Background: an optimization exercise with open tools, aiming at small area. Do not read the settings as production practice. In this exercise RTL edits were held to simulation tests only and were not proved equivalent to the original.

== job 101 ==
==> flow/design.v <==
module dcsg #(parameter CLK = 3579545)
	(clk, reset, wr, data, sound_out);
input clk, reset, wr;
input [7:0] data;
output [15:0] sound_out;
reg [2:0] last;
reg fb;
reg [3:0] att_n[0:3];
wire [2:0] regsel = data[7] ? data[6:4] : last;
integer k;
always @(posedge clk)
	if (reset) begin
		last <= 0;
		fb <= 0;
		for (k = 0; k < 4; k = k + 1) att_n[k] <= 0;
	end
	else if (wr & data[7]) begin
		last <= data[6:4];
		if (data[4]) att_n[data[6:5]] <= ~data[3:0];
		else if (&data[6:5]) fb <= data[2];
	end
reg [1:0] divcnt, i;
wire step = ~|divcnt;
always @(posedge clk)
	if (reset) begin
		divcnt <= 0;
		i <= 0;
	end
	else begin
		divcnt <= { divcnt[1] ^ ~divcnt[0], ~divcnt[0] };
		if (step) i <= { i[1] ^ i[0], ~i[0] };
	end
reg pv, plo;
reg [6:0] pd;
reg [10:0] p0, p1, p2;
reg [1:0] nf;
reg z;
wire pnoise = &last[2:1];
wire pdefer = last[2] & ~last[1] & (divcnt == 2'd1) & (&i);
always @(posedge clk)
	if (reset) pv <= 0;
	else if (wr) pv <= ~regsel[0] & (data[7] | ~&regsel[2:1]);
	else if (~pdefer) pv <= 0;
always @(posedge clk)
	if (wr) begin
		plo <= data[7];
		pd <= data[6:0];
	end
always @(posedge clk)
	if (reset) begin
		nf <= 0;
		z <= 1;
		p0 <= 0;
		p1 <= 0;
		p2 <= 0;
	end
	else if (pv & ~pdefer)
		if (pnoise) begin
			nf <= pd[1:0];
			z <= 0;
		end
		else case ({ last[2:1], plo })
			3'b000: p0[10:4] <= pd;
			3'b001: p0[3:0] <= pd[3:0];
			3'b010: p1[10:4] <= pd;
			3'b011: p1[3:0] <= pd[3:0];
			3'b100: p2[10:4] <= pd;
			3'b101: p2[3:0] <= pd[3:0];
		endcase
wire [10:0] period3 = z ? 11'h000 : &nf ? { p2[9:0], 1'b0 } : 11'h20 << nf;
wire [10:0] period_i = i[1] ? (i[0] ? period3 : p2) : (i[0] ? p1 : p0);
function [12:0] tbl;
input [3:0] l;
	case (l)
		4'hf: tbl = 13'h1fff;
		4'he: tbl = 13'h196a;
		4'hd: tbl = 13'h1430;
		4'hc: tbl = 13'h1009;
		4'hb: tbl = 13'h0cbc;
		4'ha: tbl = 13'h0a1e;
		4'h9: tbl = 13'h0809;
		4'h8: tbl = 13'h0662;
		4'h7: tbl = 13'h0512;
		4'h6: tbl = 13'h0407;
		4'h5: tbl = 13'h0333;
		4'h4: tbl = 13'h028a;
		4'h3: tbl = 13'h0204;
		4'h2: tbl = 13'h019a;
		4'h1: tbl = 13'h0146;
		4'h0: tbl = 13'h0000;
	endcase
endfunction
reg [14:0] lfsr;
reg [2:0] r[0:15];
reg bw, fr;
wire fr0 = fr & ~|i;
wire [2:0] din = fr ? 3'b000 : r[15];
wire bin = step | bw;
wire bw1 = bin & ~din[0];
wire bw2 = bw1 & ~din[1];
wire [2:0] dsub = { din[2] ^ bw2, din[1] ^ bw1, din[0] ^ bin };
wire [2:0] dout = ~|divcnt[1:0] | divcnt[1] ? dsub : { din[2], dsub[1:0] };
wire out = ~fr0 & r[0][2];
wire trig = ~fr0 & ~|{ r[0][1:0], r[1], r[2], r[3] };
wire load = step & (trig | fr0);
wire [11:0] nxt = { ~fr0 & (&i ? lfsr[14] : ~out), period_i | {11{fr0}} };
always @(posedge clk) begin
	bw <= bw2 & ~din[2];
	r[0] <= dout;
	r[1] <= load ? nxt[11:9] : r[0];
	r[2] <= load ? nxt[8:6] : r[1];
	r[3] <= load ? nxt[5:3] : r[2];
	r[4] <= load ? nxt[2:0] : r[3];
	for (k = 5; k < 16; k = k + 1) r[k] <= r[k - 1];
end
reg [15:0] acc, sound_out;
wire [12:0] level = tbl(att_n[i]);
wire [15:0] acc_b = |i ? acc : 16'h0000;
wire sub = step & ~out;
wire [15:0] acc_y = { 3'b000, step ? level : 13'h0000 } ^ {16{sub}};
wire [16:0] acc_c;
wire [15:0] acc_d;
assign acc_c[0] = sub;
genvar b;
generate for (b = 0; b < 16; b = b + 1) begin : add
	assign acc_d[b] = acc_b[b] ^ acc_y[b] ^ acc_c[b];
	assign acc_c[b + 1] = acc_b[b] & acc_y[b] | acc_c[b] & (acc_b[b] ^ acc_y[b]);
end endgenerate
always @(posedge clk)
	acc <= acc_d;
always @(posedge clk)
	if (reset) begin
		fr <= 1;
		sound_out <= 0;
		lfsr <= 15'b1;
	end
	else begin
		if ((divcnt == 2'd1) & (&i)) fr <= 0;
		if (step & (&i)) sound_out <= acc_d;
		if (step & wr & regsel == 3'b110) lfsr <= 15'b1;
		else if (step & trig & (&i))
			lfsr <= { lfsr[13:0], lfsr[14] ^ lfsr[13] & fb };
	end
endmodule
==> flow/config.mk <==
export PLATFORM = sky130hd
export DESIGN_NAME = dcsg
export DESIGN_NICKNAME = dcsg
export VERILOG_FILES = /design/flow/design.v
export SDC_FILE = /design/flow/constraint.sdc
export NUM_CORES = 4
export LEC_CHECK = 0
export CAP_MARGIN = 20
export CORE_MARGIN = 2
export CORE_UTILIZATION = 60
export CTS_BUF_LIST = sky130_fd_sc_hd__clkbuf_8
export SLEW_MARGIN = 20
==> flow/constraint.sdc <==
create_clock -name core_clock -period 5.0 [get_ports {clk}]
set_input_delay 1.0000 -clock core_clock [delete_from_list [all_inputs] [get_ports {clk}]]
set_output_delay 1.0000 -clock core_clock [all_outputs]
set_load 0.01 [all_outputs]
run.sh (not shown) runs the stock make flow with config.mk's settings and CLKGATE_MAP_FILE= SYNTH_SCRIPT=/design/flow/synth_recipe.tcl, a recipe that flattens the netlist after the stock synthesis.
Job 101 finished every stage; the final checks, however, were not passed, the failures being setup timing.
diff inputs: job 101 => job 102
--- a/flow/design.v
+++ b/flow/design.v
@@ -9,15 +9,18 @@
 wire [2:0] regsel = data[7] ? data[6:4] : last;
 integer k;
+wire [3:0] att_d = ~data[3:0] & {4{~reset}};
+wire att_w = wr & data[7] & data[4];
 always @(posedge clk)
 	if (reset) begin
 		last <= 0;
 		fb <= 0;
-		for (k = 0; k < 4; k = k + 1) att_n[k] <= 0;
 	end
 	else if (wr & data[7]) begin
 		last <= data[6:4];
-		if (data[4]) att_n[data[6:5]] <= ~data[3:0];
-		else if (&data[6:5]) fb <= data[2];
+		if (~data[4] & &data[6:5]) fb <= data[2];
 	end
+always @(posedge clk)
+	for (k = 0; k < 4; k = k + 1)
+		if (reset | att_w & data[6:5] == k) att_n[k] <= att_d;
 reg [1:0] divcnt, i;
 wire step = ~|divcnt;
@@ -47,25 +50,24 @@
 		pd <= data[6:0];
 	end
+wire apply = pv & ~pdefer;
+wire [6:0] pdr = pd & {7{~reset}};
+wire [2:0] psel = { last[2:1], plo };
 always @(posedge clk)
 	if (reset) begin
 		nf <= 0;
 		z <= 1;
-		p0 <= 0;
-		p1 <= 0;
-		p2 <= 0;
 	end
-	else if (pv & ~pdefer)
-		if (pnoise) begin
-			nf <= pd[1:0];
-			z <= 0;
-		end
-		else case ({ last[2:1], plo })
-			3'b000: p0[10:4] <= pd;
-			3'b001: p0[3:0] <= pd[3:0];
-			3'b010: p1[10:4] <= pd;
-			3'b011: p1[3:0] <= pd[3:0];
-			3'b100: p2[10:4] <= pd;
-			3'b101: p2[3:0] <= pd[3:0];
-		endcase
+	else if (apply & pnoise) begin
+		nf <= pd[1:0];
+		z <= 0;
+	end
+always @(posedge clk) begin
+	if (reset | apply & psel == 3'b000) p0[10:4] <= pdr;
+	if (reset | apply & psel == 3'b001) p0[3:0] <= pdr[3:0];
+	if (reset | apply & psel == 3'b010) p1[10:4] <= pdr;
+	if (reset | apply & psel == 3'b011) p1[3:0] <= pdr[3:0];
+	if (reset | apply & psel == 3'b100) p2[10:4] <= pdr;
+	if (reset | apply & psel == 3'b101) p2[3:0] <= pdr[3:0];
+end
 wire [10:0] period3 = z ? 11'h000 : &nf ? { p2[9:0], 1'b0 } : 11'h20 << nf;
 wire [10:0] period_i = i[1] ? (i[0] ? period3 : p2) : (i[0] ? p1 : p0);
@@ -119,12 +121,5 @@
 wire sub = step & ~out;
 wire [15:0] acc_y = { 3'b000, step ? level : 13'h0000 } ^ {16{sub}};
-wire [16:0] acc_c;
-wire [15:0] acc_d;
-assign acc_c[0] = sub;
-genvar b;
-generate for (b = 0; b < 16; b = b + 1) begin : add
-	assign acc_d[b] = acc_b[b] ^ acc_y[b] ^ acc_c[b];
-	assign acc_c[b + 1] = acc_b[b] & acc_y[b] | acc_c[b] & (acc_b[b] ^ acc_y[b]);
-end endgenerate
+wire [15:0] acc_d = acc_b + acc_y + { 15'd0, sub };
 always @(posedge clk)
 	acc <= acc_d;
### Flow results
Reported for job 101 and job 102, number of slew-limit violations in the final report turned out identical to the last digit.
In the flow results for job 101 and job 102, the post-synthesis mux area share is smaller on job 102.
Register count in job 102 is lower than in job 101.
Between job 101 and job 102, the clock latency reported for the late side of the worst-skew pair is higher for job 102.
The cell depth of the worst flop-to-flop path of job 102 falls short of that of job 101 by 8.
Looking only at endpoint required time on the critical path, and setting everything else aside, the higher value of job 101 and job 102 goes to job 102.
Having completed the whole flow, job 102 delivered a layout that passed the timing, design-rule and antenna checks.
Job 102 ended up with sound_out[14]$_SDFFE_PP0P_ as its capture point of the worst path; job 101 ended up with sound_out[15]$_SDFFE_PP0P_.

afterwards: timing with drivers on the ports:
How much do the figures lean on ideal ports? The routed layouts below were timed once more, with nothing changed but the port constraints.
Step 1 assumes that a clkbuf_16 drives the clock port and a buf_2 every other input.
Step 2, shift: input delay + t, output delay - t, t = (earliest + latest rising clock arrival at the registers) / 2. This alone moves slack from input paths to output paths.
Three values: no drivers, after step 1, after step 2; two values: the first two.
run	t (ns)	slack for setup (ns)	pins driven straight from the clock port
job 101	0.477	-2.236 / -2.236 / -2.236	1
job 102	0.490	0.323 / 0.323 / 0.323	1
